Source: an optimization exercise on an open RTL-to-GDS flow (aim: small area). Production flows keep margins and buffers that such runs may drop. The RTL was checked by simulation tests, not by an equivalence proof against the original design. The clock port is modelled as an ideal driver; clocking choices that lean on that would not hold on a real chip. Power and IR drop assume default switching activity.

## blackjack
module blackjack(
	input reset,
	input clk,
	input hit,
	input stay,
	input double_down,
	input split,
	output win,
	output tie,
	output lose,
	output sf_e, e, rs, rw, d, c, b, a
    );
clock: 10.0 ns
lec_check: 0
abc_area: 1
cap_margin: 20
core_margin: 2
core_utilization: 40
cts_buf_list: sky130_fd_sc_hd__clkbuf_8
hold_slack_margin: 0
slew_margin: 20
standard.sh (not shown) runs the stock make flow with config.mk's settings and CLKGATE_MAP_FILE= SYNTH_SCRIPT=/design/flow/synth_recipe.tcl, a recipe that flattens the netlist after the stock synthesis.
==> flow/flow/run.sh <==
#!/bin/bash
# Layout flow: the standard synthesis, then the combinational logic between
# the (unchanged) registers is re-optimised for area with ABC, then the standard flow's
# standard layout from floorplan to finish. Each tool writes its own log here.
set -uo pipefail
W=$(pwd)
R=$W/orfs/results/${FLOW_PLATFORM}/blackjack/base
LIB=$FLOW_HOME/platforms/${FLOW_PLATFORM}/lib/sky130_fd_sc_hd__tt_025C_1v80.lib

bash standard.sh synth > $W/log_1_std_synth.txt 2>&1 || exit 1
cp $R/1_2_yosys.v $W/std_netlist.v

# don't-use cells of the platform
python3 - "$FLOW_HOME/platforms/${FLOW_PLATFORM}/config.mk" > $W/dont_use.txt <<'PY'
import re, sys
txt = open(sys.argv[1]).read().replace("\\\n", " ")
cells = set()
for m in re.finditer(r"DONT_USE_CELLS\s*\+?=([^\n]*)", txt):
    cells.update(re.findall(r"sky130_fd_sc_hd__\w+", m.group(1)))
print(" ".join(f"-dont_use {c}" for c in sorted(cells)))
PY
DU=$(cat $W/dont_use.txt)

best=""
bestarea=""
for s in $W/flow/abc_*.script; do
  n=$(basename $s .script)
  cat > $W/resynth_$n.ys <<EOS
read_liberty -ignore_miss_func $LIB
blackbox sky130_fd_sc_hd__*df* sky130_fd_sc_hd__dl*
read_verilog $W/std_netlist.v
hierarchy -top $FLOW_TOP
flatten
opt_clean -purge
abc -script $s -liberty $LIB $DU
opt_clean -purge
hilomap -singleton -hicell sky130_fd_sc_hd__conb_1 HI -locell sky130_fd_sc_hd__conb_1 LO
opt_clean -purge
tee -o $W/stat_$n.txt stat -liberty $LIB
write_verilog -noattr -nohex -nodec $W/netlist_$n.v
EOS
  ( timeout 1200 yosys -s $W/resynth_$n.ys > $W/log_2_resynth_$n.txt 2>&1 ) &
  # at most NUM_CORES at once
  while (( $(jobs -rp | wc -l) >= ${NUM_CORES:-4} )); do sleep 1; done
done
wait
for s in $W/flow/abc_*.script; do
  n=$(basename $s .script)
  a=$(grep -o "Chip area for module.*: [0-9.]*" $W/stat_$n.txt 2>/dev/null | awk '{print $NF}')
  [[ -z "$a" || ! -s $W/netlist_$n.v ]] && continue
  # only cell instances (no behavioural registers) may come out
  grep -qE "^\s*(reg|always)\b" $W/netlist_$n.v && continue
  # the registers must be the standard synthesis's, by name and cell type
  grep -oE "sky130_fd_sc_hd__[a-z]*(df|dl)[a-z0-9_]* [^ ]*" $W/std_netlist.v | sort > $W/regs_std.txt
  grep -oE "sky130_fd_sc_hd__[a-z]*(df|dl)[a-z0-9_]* [^ ]*" $W/netlist_$n.v | sort > $W/regs_$n.txt
  cmp -s $W/regs_std.txt $W/regs_$n.txt || continue
  if [[ -z "$best" ]] || python3 -c "import sys; sys.exit(0 if $a < $bestarea else 1)"; then
    best=$n; bestarea=$a
  fi
done
echo "chosen: ${best:-standard} ${bestarea}" > $W/log_2_resynth_choice.txt
if [[ -n "$best" ]]; then
  cp $W/netlist_$best.v $R/1_2_yosys.v
  touch $R/1_2_yosys.v
fi

# extra make settings for the layout, one per line
ARGS=()
if [[ -f $W/flow/layout_args.txt ]]; then
  while IFS= read -r line; do [[ -n "$line" ]] && ARGS+=("$line"); done < $W/flow/layout_args.txt
fi
# upsize slow clock buffers after CTS
ARGS+=("POST_CTS_TCL=$W/flow/post_cts.tcl")
# build a two-level clock tree of our own before CTS (CTS_ARGS then leaves it alone)
[[ -f $W/flow/pre_cts.tcl ]] && ARGS+=("PRE_CTS_TCL=$W/flow/pre_cts.tcl")
bash standard.sh "${ARGS[@]}" finish > $W/log_3_std_layout.txt 2>&1 || exit 1
==> flow/flow/abc_s1.script <==
strash
&get -n
&deepsyn -T 120 -S 21
&put
dch -f
amap
topo
==> flow/flow/abc_s10.script <==
strash
&get -n
&deepsyn -T 120 -S 30
&put
dch -f
amap -m
topo
==> flow/flow/abc_s11.script <==
strash
&get -n
&deepsyn -T 120 -S 31
&put
dch -f
amap
topo
==> flow/flow/abc_s12.script <==
strash
&get -n
&deepsyn -T 120 -S 32
&put
dch -f
amap -m
topo
==> flow/flow/abc_s13.script <==
strash
&get -n
&deepsyn -T 120 -S 33
&put
dch -f
amap
topo
==> flow/flow/abc_s14.script <==
strash
&get -n
&deepsyn -T 120 -S 34
&put
dch -f
amap -m
topo
==> flow/flow/abc_s15.script <==
strash
&get -n
&deepsyn -T 120 -S 35
&put
dch -f
amap
topo
==> flow/flow/abc_s16.script <==
strash
&get -n
&deepsyn -T 120 -S 36
&put
dch -f
amap -m
topo
==> flow/flow/abc_s17.script <==
strash
&get -n
&deepsyn -T 120 -S 37
&put
dch -f
amap
topo
==> flow/flow/abc_s18.script <==
strash
&get -n
&deepsyn -T 120 -S 38
&put
dch -f
amap -m
topo
==> flow/flow/abc_s19.script <==
strash
&get -n
&deepsyn -T 120 -S 39
&put
dch -f
amap
topo
==> flow/flow/abc_s2.script <==
strash
&get -n
&deepsyn -T 120 -S 22
&put
dch -f
amap
topo
==> flow/flow/abc_s20.script <==
strash
&get -n
&deepsyn -T 120 -S 40
&put
dch -f
amap -m
topo
==> flow/flow/abc_s21.script <==
strash
&get -n
&deepsyn -T 120 -S 41
&put
dch -f
amap
topo
==> flow/flow/abc_s22.script <==
strash
&get -n
&deepsyn -T 120 -S 42
&put
dch -f
amap -m
topo
==> flow/flow/abc_s23.script <==
strash
&get -n
&deepsyn -T 120 -S 43
&put
dch -f
amap
topo
==> flow/flow/abc_s24.script <==
strash
&get -n
&deepsyn -T 120 -S 44
&put
dch -f
amap -m
topo
==> flow/flow/abc_s3.script <==
strash
&get -n
&deepsyn -T 120 -S 23
&put
dch -f
amap
topo
==> flow/flow/abc_s4.script <==
strash
&get -n
&deepsyn -T 120 -S 24
&put
dch -f
amap
topo
==> flow/flow/abc_s5.script <==
strash
&get -n
&deepsyn -T 120 -S 25
&put
dch -f
amap -m
topo
==> flow/flow/abc_s6.script <==
strash
&get -n
&deepsyn -T 120 -S 26
&put
dch -f
amap -m
topo
==> flow/flow/abc_s7.script <==
strash
&get -n
&deepsyn -T 120 -S 27
&put
dch -f
amap -m
topo
==> flow/flow/abc_s8.script <==
strash
&get -n
&deepsyn -T 120 -S 28
&put
dch -f
amap -m
topo
==> flow/flow/abc_s9.script <==
strash
&get -n
&deepsyn -T 120 -S 29
&put
dch -f
amap
topo
Other scripts of this flow, unchanged in this note and not shown: flow/flow/layout_args.txt, flow/flow/post_cts.tcl
Then changed:
removed: flow/flow/abc_s10.script
removed: flow/flow/abc_s11.script
removed: flow/flow/abc_s12.script
removed: flow/flow/abc_s13.script
removed: flow/flow/abc_s14.script
removed: flow/flow/abc_s15.script
removed: flow/flow/abc_s16.script
removed: flow/flow/abc_s17.script
removed: flow/flow/abc_s18.script
removed: flow/flow/abc_s19.script
removed: flow/flow/abc_s20.script
removed: flow/flow/abc_s21.script
removed: flow/flow/abc_s22.script
removed: flow/flow/abc_s23.script
removed: flow/flow/abc_s24.script
removed: flow/flow/abc_s9.script
=>
- clock skew does not change
- routed wire length is unchanged
- final area is unchanged
- fmax is unchanged
- synthesized area stays the same
- setup slack does not change
Then changed:
==> flow/flow/abc_s1.script (replaced) <==
strash
&get -n
&deepsyn -T 60 -S 1
&put
dch -f
amap
topo
==> flow/flow/abc_s10.script (new file) <==
strash
&get -n
&deepsyn -T 60 -S 10
&put
dch -f
amap
topo
==> flow/flow/abc_s11.script (new file) <==
strash
&get -n
&deepsyn -T 60 -S 11
&put
dch -f
amap
topo
==> flow/flow/abc_s12.script (new file) <==
strash
&get -n
&deepsyn -T 60 -S 12
&put
dch -f
amap
topo
==> flow/flow/abc_s13.script (new file) <==
strash
&get -n
&deepsyn -T 60 -S 13
&put
dch -f
amap -m
topo
==> flow/flow/abc_s14.script (new file) <==
strash
&get -n
&deepsyn -T 60 -S 14
&put
dch -f
amap -m
topo
==> flow/flow/abc_s15.script (new file) <==
strash
&get -n
&deepsyn -T 60 -S 15
&put
dch -f
amap -m
topo
==> flow/flow/abc_s16.script (new file) <==
strash
&get -n
&deepsyn -T 60 -S 16
&put
dch -f
amap -m
topo
==> flow/flow/abc_s2.script (replaced) <==
strash
&get -n
&deepsyn -T 60 -S 2
&put
dch -f
amap
topo
==> flow/flow/abc_s3.script (replaced) <==
strash
&get -n
&deepsyn -T 60 -S 3
&put
dch -f
amap
topo
==> flow/flow/abc_s4.script (replaced) <==
strash
&get -n
&deepsyn -T 60 -S 4
&put
dch -f
amap
topo
==> flow/flow/abc_s5.script (replaced) <==
strash
&get -n
&deepsyn -T 60 -S 5
&put
dch -f
amap -m
topo
==> flow/flow/abc_s6.script (replaced) <==
strash
&get -n
&deepsyn -T 60 -S 6
&put
dch -f
amap -m
topo
==> flow/flow/abc_s7.script (replaced) <==
strash
&get -n
&deepsyn -T 60 -S 7
&put
dch -f
amap -m
topo
==> flow/flow/abc_s8.script (replaced) <==
strash
&get -n
&deepsyn -T 60 -S 8
&put
dch -f
amap -m
topo
==> flow/flow/abc_s9.script (new file) <==
strash
&get -n
&deepsyn -T 60 -S 9
&put
dch -f
amap
topo
=>
- wire length decreases by about 9%
- worst hold slack got worse by 0.015 ns
- utilization increases by 0.13 points
Then changed:
==> flow/flow/abc_s1.script (replaced) <==
strash
&get -n
&deepsyn -T 120 -S 21
&put
dch -f
amap
topo
==> flow/flow/abc_s10.script (replaced) <==
strash
&get -n
&deepsyn -T 120 -S 30
&put
dch -f
amap -m
topo
==> flow/flow/abc_s11.script (replaced) <==
strash
&get -n
&deepsyn -T 120 -S 31
&put
dch -f
amap
topo
==> flow/flow/abc_s12.script (replaced) <==
strash
&get -n
&deepsyn -T 120 -S 32
&put
dch -f
amap -m
topo
==> flow/flow/abc_s13.script (replaced) <==
strash
&get -n
&deepsyn -T 120 -S 33
&put
dch -f
amap
topo
==> flow/flow/abc_s14.script (replaced) <==
strash
&get -n
&deepsyn -T 120 -S 34
&put
dch -f
amap -m
topo
==> flow/flow/abc_s15.script (replaced) <==
strash
&get -n
&deepsyn -T 120 -S 35
&put
dch -f
amap
topo
==> flow/flow/abc_s16.script (replaced) <==
strash
&get -n
&deepsyn -T 120 -S 36
&put
dch -f
amap -m
topo
==> flow/flow/abc_s2.script (replaced) <==
strash
&get -n
&deepsyn -T 120 -S 22
&put
dch -f
amap
topo
==> flow/flow/abc_s3.script (replaced) <==
strash
&get -n
&deepsyn -T 120 -S 23
&put
dch -f
amap
topo
==> flow/flow/abc_s4.script (replaced) <==
strash
&get -n
&deepsyn -T 120 -S 24
&put
dch -f
amap
topo
==> flow/flow/abc_s5.script (replaced) <==
strash
&get -n
&deepsyn -T 120 -S 25
&put
dch -f
amap -m
topo
==> flow/flow/abc_s6.script (replaced) <==
strash
&get -n
&deepsyn -T 120 -S 26
&put
dch -f
amap -m
topo
==> flow/flow/abc_s7.script (replaced) <==
strash
&get -n
&deepsyn -T 120 -S 27
&put
dch -f
amap -m
topo
==> flow/flow/abc_s8.script (replaced) <==
strash
&get -n
&deepsyn -T 120 -S 28
&put
dch -f
amap -m
topo
==> flow/flow/abc_s9.script (replaced) <==
strash
&get -n
&deepsyn -T 120 -S 29
&put
dch -f
amap
topo
What happened:
- cell count goes down slightly
- design area goes down slightly
- clock skew goes down by 0.0043 ns
- fmax goes down by a few percent
- register-to-register slack got worse by 0.40 ns
- synthesized area goes down slightly
- die area goes down slightly
- combinational power goes up by a few percent
- global-route usage goes up by 1.6 points
- via count goes up by a few percent

afterwards: timing with drivers on the ports:
How much do the figures lean on ideal ports? The routed layouts below were timed once more, with nothing changed but the port constraints. Step 1 (the two cells are an assumption about what drives the block):
set clk [get_ports {clk}]
set_driving_cell -lib_cell sky130_fd_sc_hd__clkbuf_16 $clk
set_driving_cell -lib_cell sky130_fd_sc_hd__buf_2 [delete_from_list [all_inputs] $clk]
Step 2 adds t to the input delays and takes it off the output delays; t is the mean of the earliest and latest rising clock arrival at the registers after step 1. Input paths then give back, and output paths get back, about the clock's delay inside the block. Three values: ideal, step 1, step 2; two values: the first two.
| run | t, ns | setup WS [ns] | worst setup path after step 2 | slew at the worst register clock pin (ns) | worst data-port slew with drivers (ns) |
|---|---|---|---|---|---|
| the first run | 0.419 | 4.206 / 4.206 / 4.206 | register to register | 0.10 / 0.10 | 0.04 |
| the second run | 0.419 | 4.206 / 4.206 / 4.206 | register to register | 0.10 / 0.10 | 0.04 |
| the third run | 0.409 | 4.610 / 4.607 / 4.610 | register to register | 0.10 / 0.10 | 0.03 |
| the fourth run | 0.419 | 4.206 / 4.206 / 4.206 | register to register | 0.10 / 0.10 | 0.04 |
After both steps every run listed still meets setup and hold.
